This is an optimization exercise on Yosys and OpenROAD, whose aim is small area, not a production implementation.
RTL that was checked went through simulation tests only; none was proved equivalent to the original.
The clock port is modelled as an ideal driver; clocking choices that lean on that would not hold on a real chip.
Power is estimated from default activity; no workload was simulated.

## main
Design Top, start of the top module:
module Top(
    input i_Clk, i_Rst,
    input [3:0] i_Keyboard,
    output [6:0] o_FND0, o_FND1, o_FND2,
    output [7:0] o_Red, o_Green, o_Blue,
    output o_Clk, o_blank, o_hsync, o_vsync,
    output [1:0] o_LED0,
    output [3:0] o_LED1,
    output [3:0] o_LED2);
For scale: roughly 930 cells after synthesis, ~110 flip-flops, ~7400 um^2 of cells after synthesis.
export LEC_CHECK = 0
export CAP_MARGIN = 20
export CORE_MARGIN = 2
export CORE_UTILIZATION = 40
export SLEW_MARGIN = 20
create_clock -name core_clock -period 20.0 [get_ports {i_Clk}]
standard.sh (not shown) runs the stock make flow with config.mk's settings and CLKGATE_MAP_FILE= SYNTH_SCRIPT=/design/flow/synth_recipe.tcl, a recipe that flattens the netlist after the stock synthesis.
==> flow/flow/run.sh <==
#!/bin/bash
# Layout flow: the standard ORFS flow (standard.sh), changed only in how
# cells are chosen:
#  - synthesis is the standard flow's script (synth_recipe.tcl's steps, same registers),
#    except that ABC maps the logic with an area-oriented script (abc.script)
#    and adders are left to ABC instead of full/half-adder cells;
#    pass-through wires get buf_1 instead of buf_4
#  - ports are buffered with buf_1
#  - clock tree: clkbuf_8 buffers, no dummy loads
# Every tool writes its full log under orfs/logs; make's output is in flow.log.
set -euo pipefail
F=$(cd "$(dirname "${BASH_SOURCE[0]}")" && pwd)
export MY_ABC_SCRIPT=$F/abc.script
bash standard.sh \
  SYNTH_SCRIPT=$F/synth.tcl \
  ADDER_MAP_FILE= \
  "MIN_BUF_CELL_AND_PORTS=sky130_fd_sc_hd__buf_1 A X" \
  "BUFFER_PORTS_ARGS=-buffer_cell sky130_fd_sc_hd__buf_1" \
  "CTS_ARGS=-sink_clustering_enable -repair_clock_nets -buf_list sky130_fd_sc_hd__clkbuf_8 -dont_use_dummy_load" \
  finish > flow.log 2>&1
==> flow/flow/abc.script <==
strash
&get -n
&deepsyn -T 120
&dch -f
&nf -p -R 1000 -C 32 -F 8 -A 8
&put
topo
==> flow/flow/synth.tcl <==
# synth_recipe.tcl with one change: the abc call uses $MY_ABC_SCRIPT.
proc synth {args} { yosys synth -nofsm -noshare {*}$args }
proc abc {args} {
  set i [lsearch -exact $args -script]
  if { $i >= 0 } { set args [lreplace $args [expr {$i + 1}] [expr {$i + 1}] $::env(MY_ABC_SCRIPT)] }
  yosys abc {*}$args
}
source $::env(SCRIPTS_DIR)/synth.tcl
# left out here: clear keep_hierarchy, flatten, clean up, hide names made inside functions, write 1_2_yosys.v
--- input diff main..the feature branch ---
# main
export LEC_CHECK = 0
export CAP_MARGIN = 20
export CORE_MARGIN = 2
export CORE_UTILIZATION = 40
export SLEW_MARGIN = 20
create_clock -name core_clock -period 20.0 [get_ports {i_Clk}]
# the feature branch
export LEC_CHECK = 0
export CAP_MARGIN = 20
export CORE_MARGIN = 2
export CORE_UTILIZATION = 65
export SLEW_MARGIN = 20
create_clock -name core_clock -period 20.0 [get_ports {i_Clk}]
==> comparison <==
- Summary of the feature branch over main: clock network power share fell 0.3 points; multi-input gate share of total cell area went up 0.82 points; met2 capacity usage during global routing picked up an extra 29 points.
- Core utilization (higher): the feature branch
Function was not checked in any run of this note: the RTL went through the layout flow alone.

---

## v19
Another version of the RTL of Top (not shown whole).
Size: roughly 950 cells after synthesis.
export LEC_CHECK = 0
export CAP_MARGIN = 20
export CORE_MARGIN = 2
export CORE_UTILIZATION = 40
export SLEW_MARGIN = 20
create_clock -name core_clock -period 20.0 [get_ports {i_Clk}]
==> flow/flow/run.sh <==
#!/bin/bash
# Layout flow: the standard ORFS flow (standard.sh), changed only in how
# cells are chosen:
#  - synthesis is the standard flow's script (synth_recipe.tcl's steps, same registers),
#    except that ABC maps the logic with an area-oriented script (abc.script)
#    and adders are left to ABC instead of full/half-adder cells;
#    pass-through wires get buf_1 instead of buf_4
#  - ports are buffered with buf_1
#  - clock tree: built by cts_pre.tcl (root clkbuf_8, leaf clkbuf_4/8 buffers)
# Every tool writes its full log under orfs/logs; make's output is in flow.log.
set -euo pipefail
F=$(cd "$(dirname "${BASH_SOURCE[0]}")" && pwd)
export MY_ABC_SCRIPT=$F/abc.script
bash standard.sh \
  SYNTH_SCRIPT=$F/synth.tcl \
  ADDER_MAP_FILE= \
  "MIN_BUF_CELL_AND_PORTS=sky130_fd_sc_hd__buf_1 A X" \
  "BUFFER_PORTS_ARGS=-buffer_cell sky130_fd_sc_hd__buf_1" \
  PRE_CTS_TCL=$F/cts_pre.tcl \
  "CTS_ARGS=-buf_list sky130_fd_sc_hd__clkbuf_8 -dont_use_dummy_load -clk_nets i_Clk" \
  finish > flow.log 2>&1
Scripts as last shown in full above: flow/flow/synth.tcl
Other scripts of this flow, unchanged in this note and not shown: flow/flow/abc.script, flow/flow/cts_pre.tcl, flow/flow/manual_cts_lib.tcl
Inputs modified between v19 and v38:
diff --git a/flow/flow/run.sh b/flow/flow/run.sh
--- a/flow/flow/run.sh
+++ b/flow/flow/run.sh
@@ -5 +5,2 @@
-#    except that ABC maps the logic with an area-oriented script (abc.script)
+#    except that ABC maps the logic with an area-oriented script (abc.script,
+#    run with four &deepsyn seeds, keeping the smallest result)
@@ -13 +14,2 @@
-export MY_ABC_SCRIPT=$F/abc.script
+export MY_FLOW_DIR=$F
+export MY_ABC_SEEDS="0 1 2 3"
==> flow/flow/synth.tcl <==
# synth_recipe.tcl with one change: the abc call maps with abc.script, run once
# per seed in $MY_ABC_SEEDS (the seed of ABC's &deepsyn), keeping the mapping
# with the smallest cell area.
proc synth {args} { yosys synth -nofsm -noshare {*}$args }
proc abc {args} {
  set i [lsearch -exact $args -script]
  set base [file join $::env(MY_FLOW_DIR) abc.script]
  set best_area ""
  set best_seed ""
  yosys design -save pre_abc
  foreach seed $::env(MY_ABC_SEEDS) {
    yosys design -load pre_abc
    set f [open $base r]; set txt [read $f]; close $f
    set script [file join $::env(OBJECTS_DIR) abc_seed$seed.script]
    set f [open $script w]; puts -nonewline $f [string map [list "&deepsyn " "&deepsyn -S $seed "] $txt]; close $f
    set a [lreplace $args [expr {$i + 1}] [expr {$i + 1}] $script]
    yosys abc {*}$a
    set st [tee -q -s result.string stat {*}$::lib_args]
    regexp {Chip area for module[^:]*:\s*([0-9.]+)} $st -> area
    puts "abc seed $seed: area $area"
    if { $best_area eq "" || $area < $best_area } {
      set best_area $area
      set best_seed $seed
      yosys design -save best_abc
    }
  }
  puts "abc: keeping seed $best_seed (area $best_area)"
  yosys design -load best_abc
}
source $::env(SCRIPTS_DIR)/synth.tcl
# left out here: clear keep_hierarchy, flatten, clean up, hide names made inside functions, write 1_2_yosys.v
## What came out
Row portion of netlist area occupied by mux cells: v38 higher / v19 lower
A destination of the critical timing path of o_Green[6] is what v19 shows, while o_Green[3] belongs to v38.
Row pin count of the biggest net entering global routing: v38 lower / v19 higher
Of v38 and v19, it is v38 that has the lower synthesized area.
Per the comparison of v38 with v19, area of the core shows a reduction of 120 um^2, die area shows a reduction of 1.4%, post-route cell area shows a reduction of about 1.3%.

[port drivers added, routing unchanged]
Ports are ideal in the flow. The routed layouts listed here were re-timed in OpenROAD.
Step 1 (the two cells are an assumption about what drives the block):
set clk [get_ports {i_Clk}]
set_driving_cell -lib_cell sky130_fd_sc_hd__clkbuf_16 $clk
set_driving_cell -lib_cell sky130_fd_sc_hd__buf_2 [delete_from_list [all_inputs] $clk]
Step 2, shift: input delay + t, output delay - t, t = (earliest + latest rising clock arrival at the registers) / 2. This alone moves slack from input paths to output paths.
Three values: ideal ports, drivers, drivers and shift; two values: the first two.
| run | t, ns | slack for setup (ns) | worst setup path after step 2 |
|---|---|---|---|
| main | 0.455 | 11.112 / 11.075 / 11.530 | register to output |
| the feature branch | 0.485 | 11.050 / 11.008 / 11.493 | register to output |
| v19 | 0.455 | 10.839 / 10.811 / 11.266 | register to output |
| v38 | 0.466 | 10.770 / 10.736 / 11.202 | register to output |
After both steps every run listed still meets setup and hold.
